What follows belongs to an exercise in optimizing a design on an open flow for small area; a production flow would make more cautious choices. At most, simulation tests tie the RTL to the original design; equivalence was not proved. The clock port is modelled as an ideal driver; clocking choices that lean on that would not hold on a real chip.

==> run B <==
==> flow/design.v (excerpt) <==
module mul16_top(
    input   wire            clk,
    input   wire            a_signed,
    input   wire            b_signed,
    input   wire    [15:0]  mula,
    input   wire    [15:0]  mulb,
    output  reg     [31:0]  p
);
==> flow/config.mk <==
export PLATFORM = sky130hd
export DESIGN_NAME = mul16_top
export DESIGN_NICKNAME = mul16_top
export VERILOG_FILES = /design/flow/design.v
export SDC_FILE = /design/flow/constraint.sdc
export NUM_CORES = 4
export LEC_CHECK = 0
export ABC_AREA = 1
export CAP_MARGIN = 20
export CORE_MARGIN = 2
export CORE_UTILIZATION = 55
export SLEW_MARGIN = 20
export SYNTH_HIERARCHICAL = 1
==> flow/constraint.sdc <==
create_clock -name core_clock -period 6.5 [get_ports {clk}]
set_input_delay 1.3000 -clock core_clock [delete_from_list [all_inputs] [get_ports {clk}]]
set_output_delay 1.3000 -clock core_clock [all_outputs]
set_load 0.01 [all_outputs]
standard.sh (not shown) runs the stock make flow with config.mk's settings and CLKGATE_MAP_FILE= SYNTH_SCRIPT=/design/flow/synth_recipe.tcl, a recipe that flattens the netlist after the stock synthesis.
==> flow/flow/run.sh <==
#!/bin/bash
# Standard ORFS layout (the standard.sh, unchanged synthesis), except that the
# port buffers inserted before global placement are the smallest buffer cell
# instead of the resizer's default choice. Full make/tool output goes to
# standard.log; ORFS keeps each step's own log under orfs/logs/.
set -euo pipefail
export BUFFER_PORTS_ARGS="-buffer_cell sky130_fd_sc_hd__buf_1"
bash standard.sh > standard.log 2>&1
==> run K: changes against run B <==
==> flow/run.sh (new file) <==
#!/bin/bash
# synth_recipe.tcl (not shown) runs the flow's synth.tcl, then flattens the netlist and writes it again
# the make line also repeats each setting of config.mk as NAME=value (left out here)
make -C /OpenROAD-flow-scripts/flow DESIGN_CONFIG=/design/flow/config.mk WORK_HOME=/design/flow/orfs CLKGATE_MAP_FILE= SYNTH_SCRIPT=/design/flow/synth_recipe.tcl finish
Settings changed: CTS_BUF_LIST set to sky130_fd_sc_hd__clkbuf_4, CTS_CLUSTER_SIZE set to 30.
removed: flow/flow/run.sh
removed: flow/standard.sh
==> run Y: changes against run B <==
==> flow/run.sh (new file) <==
#!/bin/bash
# synth_recipe.tcl (not shown) runs the flow's synth.tcl, then flattens the netlist and writes it again
# the make line also repeats each setting of config.mk as NAME=value (left out here)
make -C /OpenROAD-flow-scripts/flow DESIGN_CONFIG=/design/flow/config.mk WORK_HOME=/design/flow/orfs CLKGATE_MAP_FILE= SYNTH_SCRIPT=/design/flow/synth_recipe.tcl finish
removed: flow/flow/run.sh
removed: flow/standard.sh
==> metrics.yaml <==
status:
  status: "complete, no violations"
layout:
  drive_above_1_share: 0.0667
drt:
  vias: 6003
  via_per_inst: 5.86
  wl_met2_mm: 8.69
global_routing:
  grt_pass1_wl_mm: 31.8
  grt_use_met3: 0.0395
critical_path:
  ff2ff_setup_slack_ps: 780
timing:
  slew_headroom: 0.342
the above is filed under run B

==> metrics.yaml <==
clocking:
  hold_buffers: 0
synthesis:
  yosysWarnings: 7
  yosys_register_bits: 66
drt:
  via_per_inst: 5.87
  vias: 5999
critical_path:
  worst-r2r-cell-count: 24
  criticalPathCategory: "flip-flop to flip-flop"
  ff2ff_setup_slack_ps: 540
layout:
  drive_above_1_share: 0.0644
global_routing:
  grt_use_met3: 0.0408
  grt_pass1_wl_mm: 32.5
status:
  status: "complete, no violations"
floorplanning:
  die_h_microns: 126
the above is filed under run K

==> metrics.yaml <==
status:
  status: "complete, no violations"
drt:
  antenna_left: 0
  routed_wl_mm: 20.1
  wl_met2_mm: 9.05
  via_per_inst: 5.88
layout:
  drive_above_1_share: 0.0632
  instances_no_fill: 1022
critical_path:
  crit_family: "adder cells"
  ff2ff_setup_slack_ps: 590
global_routing:
  grt_use_met3: 0.0518
  grt_pass1_wl_mm: 32.7
synthesis:
  synth-seq-area-share: 0.162
timing:
  slew_headroom: 0.506
  finalClockSkew_ps: 8.40
the above is filed under run Y


==> wip/violet: inputs <==
mul16_top, a different RTL version from the one above (not shown whole).
Design mul16_top, start of the top module:
module mul16_top(
    input   wire            clk,
    input   wire            a_signed,
    input   wire            b_signed,
    input   wire    [15:0]  mula,
    input   wire    [15:0]  mulb,
    output  reg     [31:0]  p
);
clock: 6.5 ns
lec_check: 0
abc_area: 1
cap_margin: 20
core_margin: 2
core_utilization: 55
cts_buf_list: sky130_fd_sc_hd__clkbuf_4 sky130_fd_sc_hd__clkbuf_8
cts_cluster_size: 16
gpl_timing_driven: 0
slew_margin: 20
synth_hierarchical: 1
==> flow/flow/run.sh <==
#!/bin/bash
# The standard layout (standard.sh, synthesis unchanged) with these changes:
#  - before floorplan, combinational cells that synthesis upsized are swapped
#    back to their smallest drive strength (flow/downsize.tcl); the standard
#    repair steps add drive back where slew, capacitance or timing need it;
#  - global placement is not timing-driven (no rebuffering there); the
#    synthesis buffers are still removed before it (flow/unbuffer.tcl);
#  - the port buffers inserted before global placement are buf_1 instead of
#    the resizer's default choice;
#  - clock tree synthesis uses clkbuf_4 buffers and adds no dummy loads; after
#    it, a clock buffer driving 10 or more pins becomes a clkbuf_8
#    (flow/cts_fix.tcl) to keep clock-pin slews low.
# The full output of the make run goes to standard.log here; ORFS keeps each
# step's own log under orfs/logs/.
set -euo pipefail
here=$(pwd)
export BUFFER_PORTS_ARGS="-buffer_cell sky130_fd_sc_hd__buf_1"
export CTS_ARGS="-sink_clustering_enable -repair_clock_nets -dont_use_dummy_load -sink_clustering_size 12 -root_buf sky130_fd_sc_hd__clkbuf_4 -buf_list {sky130_fd_sc_hd__clkbuf_4}"
export PRE_FLOORPLAN_TCL="$here/flow/downsize.tcl"
export POST_CTS_TCL="$here/flow/cts_fix.tcl"
export PRE_GLOBAL_PLACE_TCL="$here/flow/unbuffer.tcl"
export CTS_FIX_MIN_SINKS=10
bash standard.sh > standard.log 2>&1
Other scripts of this flow, unchanged in this note and not shown: flow/flow/cts_fix.tcl, flow/flow/downsize.tcl, flow/flow/unbuffer.tcl
==> inputs of wip/willow, as changes to wip/violet <==
--- a/flow/config.mk
+++ b/flow/config.mk
@@ -6,11 +6,12 @@
 export NUM_CORES = 4
 export LEC_CHECK = 0
 export ABC_AREA = 1
 export CAP_MARGIN = 20
 export CORE_MARGIN = 2
-export CORE_UTILIZATION = 55
+export CORE_UTILIZATION = 65
 export CTS_BUF_LIST = sky130_fd_sc_hd__clkbuf_4 sky130_fd_sc_hd__clkbuf_8
 export CTS_CLUSTER_SIZE = 16
 export GPL_TIMING_DRIVEN = 0
+export PLACE_DENSITY = 0.75
 export SLEW_MARGIN = 20
 export SYNTH_HIERARCHICAL = 1
==> inputs of wip/pepper, as changes to wip/violet <==
--- a/flow/design.v
+++ b/flow/design.v
@@ -16,14 +16,15 @@
     assign xn = ~(((one | two) & a) ^ neg);
 endmodule
 module multi16x16(
     input   wire            a_signed,
     input   wire            b_signed,
-    input   wire    [15:0]  mula,
+    input   wire    [15:0]  mula_n,
     input   wire    [15:0]  mulb,
     output  wire    [31:0]  out
 );
+    wire [15:0] mula = ~mula_n;
     wire a_top = a_signed & mula[15];
     wire b_top = b_signed & mulb[15];
     wire one0 = mulb[0];
     wire two0 = mulb[1] & ~mulb[0];
     wire neg0 = mulb[1];
@@ -819,22 +820,22 @@
     input   wire    [15:0]  mula,
     input   wire    [15:0]  mulb,
     output  reg     [31:0]  p
 );
 reg             a_signed_q, b_signed_q;
-reg     [15:0]  mula_q, mulb_q;
+reg     [15:0]  mula_nq, mulb_q;
 wire    [31:0]  prod;
 always @(posedge clk) begin
     a_signed_q <= a_signed;
     b_signed_q <= b_signed;
-    mula_q     <= mula;
+    mula_nq    <= ~mula;
     mulb_q     <= mulb;
     p          <= prod;
 end
 multi16x16 mult(
     .a_signed(a_signed_q),
     .b_signed(b_signed_q),
-    .mula(mula_q),
+    .mula_n(mula_nq),
     .mulb(mulb_q),
     .out(prod)
 );
 endmodule
==> comparison <==
In clock-buffer cell count, wip/pepper and wip/willow do not differ. Via count: wip/violet < wip/pepper < wip/willow. Register-to-register slack: wip/willow is lower than wip/pepper (0.02 ns). Between wip/willow and wip/violet, the lower non-clock buffer count is in wip/willow (gap 1). Of wip/willow and wip/pepper, wip/pepper has the higher synthesized cell count (gap about 2.1%, measured against wip/pepper).
For wip/pepper, only the layout was checked, not whether the RTL still works.

==> trial 82: inputs <==
mul16_top, a different RTL version from the one above (not shown whole).
export LEC_CHECK = 0
export ABC_AREA = 1
export CAP_MARGIN = 20
export CORE_MARGIN = 2
export CORE_UTILIZATION = 55
export CTS_BUF_LIST = sky130_fd_sc_hd__clkbuf_4 sky130_fd_sc_hd__clkbuf_8
export CTS_CLUSTER_SIZE = 16
export SLEW_MARGIN = 20
export SYNTH_HIERARCHICAL = 1
create_clock -name core_clock -period 6.5 [get_ports {clk}]
==> flow/flow/run.sh <==
#!/bin/bash
# Standard ORFS layout (the standard.sh, unchanged synthesis), except:
#  - the port buffers inserted before global placement are the smallest buffer
#    cell instead of the resizer's default choice;
#  - clock tree synthesis does not add dummy loads to balance the tree.
# Full make/tool output goes to standard.log; ORFS keeps each step's own log
# under orfs/logs/.
set -euo pipefail
export BUFFER_PORTS_ARGS="-buffer_cell sky130_fd_sc_hd__buf_1"
export CTS_ARGS="-sink_clustering_enable -repair_clock_nets -dont_use_dummy_load -sink_clustering_size 16 -buf_list {sky130_fd_sc_hd__clkbuf_4 sky130_fd_sc_hd__clkbuf_8}"
bash standard.sh > standard.log 2>&1
==> trial 3: changes against trial 82 <==
--- a/flow/design.v
+++ b/flow/design.v
@@ -16,14 +16,15 @@
     assign xn = ~(((one | two) & a) ^ neg);
 endmodule
 module multi16x16(
     input   wire            a_signed,
     input   wire            b_signed,
-    input   wire    [15:0]  mula,
+    input   wire    [15:0]  mula_n,
     input   wire    [15:0]  mulb,
     output  wire    [31:0]  out
 );
+    wire [15:0] mula = ~mula_n;
     wire a_top = a_signed & mula[15];
     wire b_top = b_signed & mulb[15];
     wire one0 = mulb[0];
     wire two0 = mulb[1] & ~mulb[0];
     wire neg0 = mulb[1];
@@ -828,22 +829,22 @@
     input   wire    [15:0]  mula,
     input   wire    [15:0]  mulb,
     output  reg     [31:0]  p
 );
 reg             a_signed_q, b_signed_q;
-reg     [15:0]  mula_q, mulb_q;
+reg     [15:0]  mula_nq, mulb_q;
 wire    [31:0]  prod;
 always @(posedge clk) begin
     a_signed_q <= a_signed;
     b_signed_q <= b_signed;
-    mula_q     <= mula;
+    mula_nq    <= ~mula;
     mulb_q     <= mulb;
     p          <= prod;
 end
 multi16x16 mult(
     .a_signed(a_signed_q),
     .b_signed(b_signed_q),
-    .mula(mula_q),
+    .mula_n(mula_nq),
     .mulb(mulb_q),
     .out(prod)
 );
 endmodule
==> flow/flow/run.sh (replaced) <==
#!/bin/bash
# The standard layout (standard.sh, synthesis unchanged) with these changes:
#  - before floorplan, combinational cells that synthesis upsized are swapped
#    back to their smallest drive strength (flow/downsize.tcl); the standard
#    repair steps add drive back where slew, capacitance or timing need it;
#  - global placement is not timing-driven (no rebuffering there); the
#    synthesis buffers are still removed before it (flow/unbuffer.tcl);
#  - the port buffers inserted before global placement are buf_1 instead of
#    the resizer's default choice;
#  - clock tree synthesis uses clkbuf_4 buffers and adds no dummy loads; after
#    it, a clock buffer driving 10 or more pins becomes a clkbuf_8
#    (flow/cts_fix.tcl) to keep clock-pin slews low.
# The full output of the make run goes to standard.log here; ORFS keeps each
# step's own log under orfs/logs/.
set -euo pipefail
here=$(pwd)
export BUFFER_PORTS_ARGS="-buffer_cell sky130_fd_sc_hd__buf_1"
export CTS_ARGS="-sink_clustering_enable -repair_clock_nets -dont_use_dummy_load -sink_clustering_size 12 -root_buf sky130_fd_sc_hd__clkbuf_4 -buf_list {sky130_fd_sc_hd__clkbuf_4}"
export PRE_FLOORPLAN_TCL="$here/flow/downsize.tcl"
export POST_CTS_TCL="$here/flow/cts_fix.tcl"
export PRE_GLOBAL_PLACE_TCL="$here/flow/unbuffer.tcl"
export CTS_FIX_MIN_SINKS=10
bash standard.sh > standard.log 2>&1
==> flow/flow/cts_fix.tcl (new file) <==
# POST_CTS hook: a clkbuf_4 clock buffer that drives many flip-flops is
# swapped for a clkbuf_8 so that every clock pin's slew stays well inside the
# limit; the placement is then legalized again.
set db [ord::get_db]
set block [[$db getChip] getBlock]
set big [$db findMaster sky130_fd_sc_hd__clkbuf_8]
set n 0
foreach inst [$block getInsts] {
  if {[[$inst getMaster] getName] != "sky130_fd_sc_hd__clkbuf_4"} { continue }
  set out [$inst findITerm X]
  set net [$out getNet]
  if {$net == "NULL"} { continue }
  set sinks [expr {[llength [$net getITerms]] - 1}]
  if {$sinks >= $::env(CTS_FIX_MIN_SINKS)} {
    puts "clock buffer [$inst getName] drives $sinks pins: clkbuf_8"
    $inst swapMaster $big
    incr n
  }
}
puts "upsized $n clock buffers"
if {$n > 0} {
  detailed_placement
  check_placement -verbose
  estimate_parasitics -placement
}
==> flow/flow/downsize.tcl (new file) <==
# PRE_FLOORPLAN hook: swap every combinational cell that synthesis upsized
# (drive strength 2 or more) back to its smallest variant of the same
# function; buffers, clock cells, flip-flops and adder cells are left alone.
# The standard flow's later repair steps add drive back where slew,
# capacitance or timing need it.
set db [ord::get_db]
set block [[$db getChip] getBlock]
set n 0
foreach inst [$block getInsts] {
  set m [[$inst getMaster] getName]
  if {![regexp {^sky130_fd_sc_hd__([a-z0-9]+)_([0-9]+)$} $m -> base drive]} { continue }
  if {$drive < 2} { continue }
  if {[regexp {^(buf|clkbuf|clkinv|dfxtp|fa|ha|conb|dly|clkdly)} $base]} { continue }
  foreach d {1 0} {
    set new [$db findMaster sky130_fd_sc_hd__${base}_$d]
    if {$new != "NULL"} {
      puts "downsize [$inst getName] $m -> sky130_fd_sc_hd__${base}_$d"
      $inst swapMaster $new
      incr n
      break
    }
  }
}
puts "downsized $n instances"
==> flow/flow/unbuffer.tcl (new file) <==
# PRE_GLOBAL_PLACE hook: remove the buffers synthesis inserted, as the
# standard flow does when global placement is timing-driven; the standard
# repair_design step after placement adds back the buffers that slew,
# capacitance or fanout limits need.
remove_buffers
--- a/flow/config.mk
+++ b/flow/config.mk
@@ -9,7 +9,8 @@
 export CAP_MARGIN = 20
 export CORE_MARGIN = 2
 export CORE_UTILIZATION = 55
 export CTS_BUF_LIST = sky130_fd_sc_hd__clkbuf_4 sky130_fd_sc_hd__clkbuf_8
 export CTS_CLUSTER_SIZE = 16
+export GPL_TIMING_DRIVEN = 0
 export SLEW_MARGIN = 20
 export SYNTH_HIERARCHICAL = 1
==> trial 44: changes against trial 82 <==
==> flow/flow/run.sh (replaced) <==
#!/bin/bash
# The standard layout (standard.sh, synthesis unchanged) with these changes:
#  - before floorplan, combinational cells that synthesis upsized are swapped
#    back to their smallest drive strength (flow/downsize.tcl); the standard
#    repair steps add drive back where slew, capacitance or timing need it;
#  - global placement is not timing-driven (no rebuffering there); the
#    synthesis buffers are still removed before it (flow/unbuffer.tcl);
#  - the port buffers inserted before global placement are buf_1 instead of
#    the resizer's default choice;
#  - clock tree synthesis uses clkbuf_4 buffers and adds no dummy loads; after
#    it, a clock buffer driving 10 or more pins becomes a clkbuf_8
#    (flow/cts_fix.tcl) to keep clock-pin slews low.
# The full output of the make run goes to standard.log here; ORFS keeps each
# step's own log under orfs/logs/.
set -euo pipefail
here=$(pwd)
export BUFFER_PORTS_ARGS="-buffer_cell sky130_fd_sc_hd__buf_1"
export CTS_ARGS="-sink_clustering_enable -repair_clock_nets -dont_use_dummy_load -sink_clustering_size 12 -root_buf sky130_fd_sc_hd__clkbuf_4 -buf_list {sky130_fd_sc_hd__clkbuf_4}"
export PRE_FLOORPLAN_TCL="$here/flow/downsize.tcl"
export POST_CTS_TCL="$here/flow/cts_fix.tcl"
export PRE_GLOBAL_PLACE_TCL="$here/flow/unbuffer.tcl"
export CTS_FIX_MIN_SINKS=10
bash standard.sh > standard.log 2>&1
==> flow/flow/cts_fix.tcl (new file) <==
# POST_CTS hook: a clkbuf_4 clock buffer that drives many flip-flops is
# swapped for a clkbuf_8 so that every clock pin's slew stays well inside the
# limit; the placement is then legalized again.
set db [ord::get_db]
set block [[$db getChip] getBlock]
set big [$db findMaster sky130_fd_sc_hd__clkbuf_8]
set n 0
foreach inst [$block getInsts] {
  if {[[$inst getMaster] getName] != "sky130_fd_sc_hd__clkbuf_4"} { continue }
  set out [$inst findITerm X]
  set net [$out getNet]
  if {$net == "NULL"} { continue }
  set sinks [expr {[llength [$net getITerms]] - 1}]
  if {$sinks >= $::env(CTS_FIX_MIN_SINKS)} {
    puts "clock buffer [$inst getName] drives $sinks pins: clkbuf_8"
    $inst swapMaster $big
    incr n
  }
}
puts "upsized $n clock buffers"
if {$n > 0} {
  detailed_placement
  check_placement -verbose
  estimate_parasitics -placement
}
==> flow/flow/downsize.tcl (new file) <==
# PRE_FLOORPLAN hook: swap every combinational cell that synthesis upsized
# (drive strength 2 or more) back to its smallest variant of the same
# function; buffers, clock cells, flip-flops and adder cells are left alone.
# The standard flow's later repair steps add drive back where slew,
# capacitance or timing need it.
set db [ord::get_db]
set block [[$db getChip] getBlock]
set n 0
foreach inst [$block getInsts] {
  set m [[$inst getMaster] getName]
  if {![regexp {^sky130_fd_sc_hd__([a-z0-9]+)_([0-9]+)$} $m -> base drive]} { continue }
  if {$drive < 2} { continue }
  if {[regexp {^(buf|clkbuf|clkinv|dfxtp|fa|ha|conb|dly|clkdly)} $base]} { continue }
  foreach d {1 0} {
    set new [$db findMaster sky130_fd_sc_hd__${base}_$d]
    if {$new != "NULL"} {
      puts "downsize [$inst getName] $m -> sky130_fd_sc_hd__${base}_$d"
      $inst swapMaster $new
      incr n
      break
    }
  }
}
puts "downsized $n instances"
==> flow/flow/unbuffer.tcl (new file) <==
# PRE_GLOBAL_PLACE hook: remove the buffers synthesis inserted, as the
# standard flow does when global placement is timing-driven; the standard
# repair_design step after placement adds back the buffers that slew,
# capacitance or fanout limits need.
remove_buffers
--- a/flow/config.mk
+++ b/flow/config.mk
@@ -9,7 +9,8 @@
 export CAP_MARGIN = 20
 export CORE_MARGIN = 2
 export CORE_UTILIZATION = 55
 export CTS_BUF_LIST = sky130_fd_sc_hd__clkbuf_4 sky130_fd_sc_hd__clkbuf_8
 export CTS_CLUSTER_SIZE = 16
+export GPL_TIMING_DRIVEN = 0
 export SLEW_MARGIN = 20
 export SYNTH_HIERARCHICAL = 1
==> flow_summary.yaml <==
outcome:
  outcome: "timing/DRC/antenna clean"
cts:
  numCtsBuffers: 9
yosys:
  synth_nets: 984
  synthSimpleGateAreaFrac_pct: 5.69
  synthTopCellsByArea: "fa_1, dfxtp_1, xor2_1, o22ai_1, ha_1"
  synthCells: 784
cells_and_area:
  multi_input_area_um2: 5940
place:
  place_congestion: 0.910
  dpl_cell_area_um2: 8120
floorplanning:
  dieHeight_um: 125
global_routing:
  grt_pass1_vias: 6013
route:
  met1_length_mm: 8.17
# the run above: trial 82

==> flow_summary.yaml <==
yosys:
  synthCells: 801
  synth_nets: 1001
place:
  dpl_cell_area_um2: 7720
route:
  met1_length_mm: 7.86
floorplanning:
  dieHeight_um: 124
outcome:
  outcome: "timing/DRC/antenna clean"
# the run above: trial 3

==> flow_summary.yaml <==
route:
  routed_wl_mm: 17.6
  met1_length_mm: 7.89
floorplanning:
  dieHeight_um: 123
yosys:
  synthCells: 784
  synth_nets: 984
place:
  place_congestion: 0.888
  dpl_cell_area_um2: 7710
cells_and_area:
  multi_input_area_um2: 5740
critical_path:
  crit_required_ns: 6.87
global_routing:
  grt_pass1_vias: 5691
outcome:
  outcome: "timing/DRC/antenna clean"
# the run above: trial 44

Only the layout flow was run in trial 3; the RTL was not checked for function there.

## afterwards: timing with drivers on the ports
The flow's constraints put no driver on any port. The routed layouts listed below were extracted and timed again, unchanged, in two steps.
Step 1 assumes that a clkbuf_16 drives the clock port and a buf_2 every other input.
Step 2, shift: input delay + t, output delay - t, t = (earliest + latest rising clock arrival at the registers) / 2. This alone moves slack from input paths to output paths.
Three values: ideal, step 1, step 2; two values: the first two.
run | t (ns) | slack for setup (ns) | hold WS [ns] | worst data-port slew with drivers (ns)
run B | 0.384 | 0.784 / 0.784 / 0.784 | 0.654 / 0.654 / 0.654 | 0.04
run K | 0.481 | 0.543 / 0.543 / 0.543 | 0.677 / 0.677 / 0.677 | 0.04
run Y | 0.380 | 0.590 / 0.590 / 0.590 | 0.666 / 0.666 / 0.666 | 0.04
wip/violet | 0.469 | 0.322 / 0.322 / 0.322 | 0.646 / 0.646 / 0.646 | 0.04
wip/willow | 0.485 | 0.320 / 0.320 / 0.320 | 0.664 / 0.664 / 0.664 | 0.03
wip/pepper | 0.489 | 0.335 / 0.335 / 0.335 | 0.914 / 0.902 / 0.928 | 0.03
trial 82 | 0.395 | 0.579 / 0.579 / 0.579 | 0.680 / 0.680 / 0.680 | 0.03
trial 3 | 0.467 | 0.408 / 0.408 / 0.408 | 0.801 / 0.801 / 0.801 | 0.04
trial 44 | 0.469 | 0.358 / 0.358 / 0.358 | 0.797 / 0.797 / 0.797 | 0.04
After both steps every run listed still meets setup and hold.
